What follows belongs to an exercise in optimizing a design on an open flow for small area and a short achievable clock period; a production flow would make more cautious choices.
At most, simulation tests tie the RTL to the original design; equivalence was not proved.
No activity file was given, so power comes from the tool's default toggle rates.

// FP32Multi
module FP32Multi
(
    input         clk,
    input         input_valid,
    input [31:0]  x1,
    input [31:0]  x2,
    output [31:0] y,
    output reg    out_valid
);
==> flow/config.mk <==
export PLATFORM = sky130hd
export DESIGN_NAME = FP32Multi
export DESIGN_NICKNAME = FP32Multi
export VERILOG_FILES = /design/flow/design.v
export SDC_FILE = /design/flow/constraint.sdc
export NUM_CORES = 4
export LEC_CHECK = 0
export CAP_MARGIN = 20
export CORE_MARGIN = 2
export CORE_UTILIZATION = 60
export PLACE_DENSITY = 0.72
export SETUP_SLACK_MARGIN = 5
export SLEW_MARGIN = 20
export SYNTH_HIERARCHICAL = 1
export TNS_END_PERCENT = 0
==> flow/constraint.sdc <==
create_clock -name core_clock -period 8.5 [get_ports {clk}]
set_input_delay 1.7000 -clock core_clock [delete_from_list [all_inputs] [get_ports {clk}]]
set_output_delay 1.7000 -clock core_clock [all_outputs]
set_load 0.01 [all_outputs]
standard.sh (not shown) runs the stock make flow with config.mk's settings and CLKGATE_MAP_FILE= SYNTH_SCRIPT=/design/flow/synth_recipe.tcl, a recipe that flattens the netlist after the stock synthesis.
==> flow/flow/run.sh <==
#!/bin/bash
# Layout flow: the standard ORFS flow, with synthesis mapped by the ABC
# script in flow/abc.script (no ABC-side buffering/sizing; OpenROAD sizes
# the gates after placement) at a tighter ABC delay target.
set -euo pipefail
HERE=$(pwd)
ABC_D=${ABC_D:-$(cat flow/abc_d.txt 2>/dev/null || echo 3300)}
{
  cat <<'EOT'
proc abc {args} {
  set new {}
  set skip 0
  foreach a $args {
    if {$skip} { set skip 0; continue }
    if {$a eq "-script"} { lappend new -script $::env(MY_ABC_SCRIPT); set skip 1; continue }
    if {$a eq "-D"} { lappend new -D $::env(MY_ABC_D); set skip 1; continue }
    lappend new $a
  }
  puts "flow abc: $new"
  yosys abc {*}$new
}
EOT
  cat synth_recipe.tcl
} > my_synth.tcl
# optional extra ORFS settings
[ -f flow/env.sh ] && source flow/env.sh
export MY_ABC_SCRIPT=$HERE/flow/abc.script
export MY_ABC_D=$ABC_D
sed "s#SYNTH_SCRIPT=[^ ]*#SYNTH_SCRIPT=$HERE/my_synth.tcl#" standard.sh > my_standard.sh
bash my_standard.sh > flow_make.log 2>&1
==> flow/flow/abc.script <==
&get -n
&st
&dch
&nf -R 1000
&put
topo
stime -c
==> flow/flow/env.sh <==
export BUFFER_PORTS_ARGS="-buffer_cell sky130_fd_sc_hd__buf_1"
Change:
--- a/flow/design.v
+++ b/flow/design.v
@@ -1752,32 +1752,28 @@
     wire s949, c950;
     FP32Mul_fa u_s949 (.a(c852), .b(s853), .c(c948), .s(s949), .co(c950));
     wire s951, c952;
     FP32Mul_fa u_s951 (.a(c854), .b(s855), .c(c950), .s(s951), .co(c952));
     wire s953, c954;
     FP32Mul_fa u_s953 (.a(c856), .b(s857), .c(c952), .s(s953), .co(c954));
     wire [41:0] sa_1 = {c940, c938, c936, c934, c932, c930, c928, c926, c924, c922, c920, c918, c916, c914, c912, c910, c908, c906, c904, c902, c900, c898, c896, c894, c892, c890, c888, c886, c884, c882, c880, c878, c876, c874, c872, c870, c868, c866, c864, c862, c860, c858};
     wire [41:0] sb_1 = {s941, s939, s937, s935, s933, s931, s929, s927, s925, s923, s921, s919, s917, s915, s913, s911, s909, s907, s905, s903, s901, s899, s897, s895, s893, s891, s889, s887, s885, s883, s881, s879, s877, s875, s873, s871, s869, s867, s865, s863, s861, s859};
     wire [5:0] plo_1 = {s953, s951, s949, s947, s945, s943};
     wire cin_1 = c954;
-wire        cin_e  = ~m1_1[23] | ~top_1;
-wire [9:0]  u      = {1'b0, es_1} + 10'd64 - {5'b0, lz_1};
-wire        sub_sel = ~inf_1 & (zero_1 | (cin_e ? (u <= 10'd190) : (u <= 10'd191)));
-wire [9:0]  shs0   = 10'd150 - {1'b0, es_1};
-wire [9:0]  shs1   = 10'd149 - {1'b0, es_1};
-wire [5:0]  shc0   = (|shs0[9:6]) ? 6'd63 : shs0[5:0];
-wire [5:0]  shc1   = (|shs1[9:6]) ? 6'd63 : shs1[5:0];
-wire [5:0]  sh     = sub_sel ? (cin_e ? shc1 : shc0) : (6'd23 - {1'b0, lz_1});
-wire        big    = inf_1 | (~sub_sel & (cin_e ? (u >= 10'd445) : (u >= 10'd446)));
-wire [7:0]  dm     = u[7:0] + (cin_e ? 8'd67 : 8'd66);
-wire        e0is1  = cin_e ? (u == 10'd190) : (u == 10'd191);
-wire [7:0]  ex     = sub_sel ? {7'd0, e0is1} : dm;
+wire [8:0]  es_f   = es_1 + {8'd0, ~m1_1[23] | ~top_1};
+wire [9:0]  d      = {1'b0, es_f} + 10'd64 - {5'b0, lz_1};
+wire        sub_sel = ~inf_1 & (zero_1 | (d <= 10'd191));
+wire [9:0]  shs    = 10'd150 - {1'b0, es_f};
+wire [5:0]  sh     = sub_sel ? ((|shs[9:6]) ? 6'd63 : shs[5:0]) : (6'd23 - {1'b0, lz_1});
+wire        big    = inf_1 | (~sub_sel & (d >= 10'd446));
+wire [7:0]  dm     = d[7:0] - 8'd190;
+wire [7:0]  ex     = sub_sel ? {7'd0, d == 10'd191} : dm;
 reg [42-1:0] sa_2, sb_2;
 reg [6-1:0] plo_2;
 reg        cin_2;
 reg [5:0]  sh_2;
 reg [7:0]  ex_2;
 reg        big_2, s_2, v_2;
 always @(posedge clk) begin
     sa_2   <= sa_1;
     sb_2   <= sb_1;
     plo_2  <= plo_1;
=>
- via count grows slightly
- die area shrinks slightly
- clock skew grows by 0.0046 ns
- hold slack improves by 0.013 ns
- core utilization grows by 1.5 points
- register-to-register slack degrades by 0.03 ns
- sequential share of layout area shrinks by 0.32 points
- fmax shrinks slightly
- first-iteration DRC count grows by about a fifth
- routed wire length grows by a few percent
- combinational power grows by a few percent
- cell count hardly moves
- clock-buffer cell count shrinks by 4

## before
Another version of the RTL of FP32Multi (not shown whole).
Size: about 260 flip-flops, roughly 99 I/O pins, about 30,000 µm² of cells after synthesis.
==> module FP32Multi, before the edit <==
module FP32Multi
(
    input         clk,
    input         input_valid,
    input [31:0]  x1,
    input [31:0]  x2,
    output [31:0] y,
    output reg    out_valid
);
function [4:0] lzc24;
    input [23:0] m;
    reg [31:0] t32;
    reg [15:0] t16;
    reg [7:0]  t8;
    reg [3:0]  t4;
    reg [1:0]  t2;
    reg z16, z8, z4, z2, z1;
    begin
        t32 = {m, 8'hff};
        z16 = ~|t32[31:16];
        t16 = z16 ? t32[15:0] : t32[31:16];
        z8  = ~|t16[15:8];
        t8  = z8 ? t16[7:0] : t16[15:8];
        z4  = ~|t8[7:4];
        t4  = z4 ? t8[3:0] : t8[7:4];
        z2  = ~|t4[3:2];
        t2  = z2 ? t4[1:0] : t4[3:2];
        z1  = ~t2[1];
        lzc24 = {z16, z8, z4, z2, z1};
    end
endfunction
wire [7:0]  e1 = x1[30:23];
wire [7:0]  e2 = x2[30:23];
wire        nz1 = |e1;
wire        nz2 = |e2;
wire        inf_0  = (&e1) | (&e2);
wire        zero_0 = ~(|x1[30:0]) | ~(|x2[30:0]);
wire [8:0]  esum_0 = {1'b0, e1[7:1], e1[0] | ~nz1} + {1'b0, e2[7:1], e2[0] | ~nz2};
wire [4:0]  lz_0 = (lzc24({1'b0, x1[22:0]}) & {5{~nz1}}) | (lzc24({1'b0, x2[22:0]}) & {5{~nz2}});
wire [24:0] bm = {nz2, x2[22:0], 1'b0};
wire [11:0] one_0, two_0, neg_0;
genvar gi;
generate for (gi = 0; gi < 12; gi = gi + 1) begin : g_booth
    assign one_0[gi] = bm[2*gi+1] ^ bm[2*gi];
    assign two_0[gi] = (bm[2*gi+2] & ~bm[2*gi+1] & ~bm[2*gi]) | (~bm[2*gi+2] & bm[2*gi+1] & bm[2*gi]);
    assign neg_0[gi] = bm[2*gi+2] & ~(bm[2*gi+1] & bm[2*gi]);
end endgenerate
reg [23:0] m1_1;
reg [11:0] one_1, two_1, neg_1;
reg        top_1;
reg [8:0]  es_1;
reg [4:0]  lz_1;
reg        s_1, v_1;
always @(posedge clk) begin
    m1_1  <= {nz1, x1[22:0]};
    one_1 <= one_0;
    two_1 <= two_0;
    neg_1 <= neg_0;
    top_1 <= nz2;
    es_1  <= inf_0 ? 9'h1ff : (zero_0 ? 9'h000 : esum_0);
    lz_1  <= lz_0;
    s_1   <= x1[31] ^ x2[31];
    v_1   <= input_valid;
end
wire [47:0] sa_1, sb_1;
FP32Mul_tree u_tree (.a(m1_1), .bone(one_1), .btwo(two_1), .bneg(neg_1), .btop(top_1),
                     .sa(sa_1), .sb(sb_1));
wire signed [10:0] d   = $signed({2'b0, es_1}) - $signed({6'b0, lz_1});
wire        sub_sel    = (d <= 11'sd127);
wire signed [10:0] shs = 11'sd150 - $signed({2'b0, es_1});
wire [5:0]  sh   = sub_sel ? ((shs > 11'sd63) ? 6'd63 : shs[5:0]) : (6'd23 - {1'b0, lz_1});
wire        ovf0 = ~sub_sel & (d >= 11'sd381);
wire        ovf1 = ~sub_sel & (d >= 11'sd382);
wire [7:0]  dm   = d[7:0] - 8'd126;
wire [7:0]  ex   = sub_sel ? {7'd0, d == 11'sd127} : dm;
reg [47:0] sa_2, sb_2;
reg [5:0]  sh_2;
reg [7:0]  ex_2;
reg        sub_2, ovf0_2, ovf1_2, s_2, v_2;
always @(posedge clk) begin
    sa_2   <= sa_1;
    sb_2   <= sb_1;
    sh_2   <= sh;
    ex_2   <= ex;
    sub_2  <= sub_sel;
    ovf0_2 <= ovf0;
    ovf1_2 <= ovf1;
    s_2    <= s_1;
    v_2    <= v_1;
end
wire [47:0] p = sa_2 + sb_2;
wire [24:0] w = p >> sh_2;
reg [24:0] w_3;
reg [7:0]  ex_3;
reg        sub_3, ovf0_3, ovf1_3, s_3, v_3;
always @(posedge clk) begin
    w_3    <= w;
    ex_3   <= ex_2;
    sub_3  <= sub_2;
    ovf0_3 <= ovf0_2;
    ovf1_3 <= ovf1_2;
    s_3    <= s_2;
    v_3    <= v_2;
end
wire        n = ~w_3[24];
reg  [7:0]  ey;
reg  [22:0] fy;
always @* begin
    if (sub_3) begin
        ey = {7'd0, ex_3[0] & w_3[24]};
        fy = w_3[23:1];
    end else if (n ? ovf1_3 : ovf0_3) begin
        ey = 8'hff;
        fy = 23'd0;
    end else begin
        ey = n ? ex_3 - 8'd1 : ex_3;
        fy = n ? w_3[22:0] : w_3[23:1];
    end
end
reg [31:0] y_4;
always @(posedge clk) begin
    y_4       <= {s_3, ey, fy};
    out_valid <= v_3;
end
assign y = y_4;
endmodule
export LEC_CHECK = 0
export ABC_AREA = 1
export CAP_MARGIN = 20
export CORE_MARGIN = 2
export CORE_UTILIZATION = 40
export SETUP_SLACK_MARGIN = 5
export SLEW_MARGIN = 20
export SYNTH_HIERARCHICAL = 1
create_clock -name core_clock -period 8.5 [get_ports {clk}]
run.sh (not shown) runs the stock make flow with config.mk's settings and CLKGATE_MAP_FILE= SYNTH_SCRIPT=/design/flow/synth_recipe.tcl, a recipe that flattens the netlist after the stock synthesis.
Stock flow here: none of the scripts above is used.
[inputs] after vs before
diff --git a/flow/design.v b/flow/design.v
--- a/flow/design.v
+++ b/flow/design.v
@@ -1364,20 +1364,20 @@
     s_1   <= x1[31] ^ x2[31];
     v_1   <= input_valid;
 end
 wire [47:0] sa_1, sb_1;
 FP32Mul_tree u_tree (.a(m1_1), .bone(one_1), .btwo(two_1), .bneg(neg_1), .btop(top_1),
                      .sa(sa_1), .sb(sb_1));
-wire signed [10:0] d   = $signed({2'b0, es_1}) - $signed({6'b0, lz_1});
-wire        sub_sel    = (d <= 11'sd127);
-wire signed [10:0] shs = 11'sd150 - $signed({2'b0, es_1});
-wire [5:0]  sh   = sub_sel ? ((shs > 11'sd63) ? 6'd63 : shs[5:0]) : (6'd23 - {1'b0, lz_1});
-wire        ovf0 = ~sub_sel & (d >= 11'sd381);
-wire        ovf1 = ~sub_sel & (d >= 11'sd382);
-wire [7:0]  dm   = d[7:0] - 8'd126;
-wire [7:0]  ex   = sub_sel ? {7'd0, d == 11'sd127} : dm;
+wire [9:0]  d      = {1'b0, es_1} + 10'd64 - {5'b0, lz_1};
+wire        sub_sel = (d <= 10'd191);
+wire [9:0]  shs    = 10'd150 - {1'b0, es_1};
+wire [5:0]  sh     = sub_sel ? ((|shs[9:6]) ? 6'd63 : shs[5:0]) : (6'd23 - {1'b0, lz_1});
+wire        ovf0   = ~sub_sel & (d >= 10'd445);
+wire        ovf1   = ~sub_sel & (d >= 10'd446);
+wire [7:0]  dm     = d[7:0] - 8'd190;
+wire [7:0]  ex     = sub_sel ? {7'd0, d == 10'd191} : dm;
 reg [47:0] sa_2, sb_2;
 reg [5:0]  sh_2;
 reg [7:0]  ex_2;
 reg        sub_2, ovf0_2, ovf1_2, s_2, v_2;
 always @(posedge clk) begin
     sa_2   <= sa_1;
--- outcome ---
Of before and after, the run reporting the higher maximum clock frequency was after.
The detailed route wirelength on metal3 in before is 1.10 times that in after.
The total power in after was higher than what before gave.
A uppermost layer routed of met4 is what before shows, while met5 belongs to after.
Detail-routed via count per cell essentially unchanged between after and before.
On required time of the critical path, before and after are neck and neck.
Between before and after, non-clock buffer count is lower for after, before comes in above that.
There was hardly any difference in detailed-route wire length on metal 1 between after and before.
For before, only the layout was checked, not whether the RTL still works.

separate check: timing with driven ports:
In the flow no input, the clock included, has a driving cell. The finished layouts below were timed again as built, in two steps. Step 1 sets driving cells, clkbuf_16 on the clock port and buf_2 on the other inputs (assumed; they add their load-dependent delay and slew). Step 2 times the ports against the registers' clock, not the clock port: input delays grow and output delays shrink by t, the midpoint of the rising clock arrivals with the driver on. a / b / c = no drivers / after step 1 / after step 2; a / b = the first two.
run | t (ns) | setup slack, ns | hold WS [ns] | pins driven straight from the clock port
the first run of note 1 | 0.646 | 4.984 / 4.984 / 4.913 | 0.313 / 0.313 / 0.313 | 1
the second run of note 1 | 0.640 | 4.955 / 4.955 / 4.762 | 0.327 / 0.327 / 0.327 | 1
before | 0.671 | 4.989 / 4.989 / 4.383 | 0.324 / 0.324 / 0.324 | 1
after | 0.671 | 5.007 / 5.007 / 4.453 | 0.326 / 0.326 / 0.326 | 1
After both steps every run listed still meets setup and hold. The setup slack of before, which loses most, moves by 0.000 ns with the drivers and by -0.606 ns with both steps.
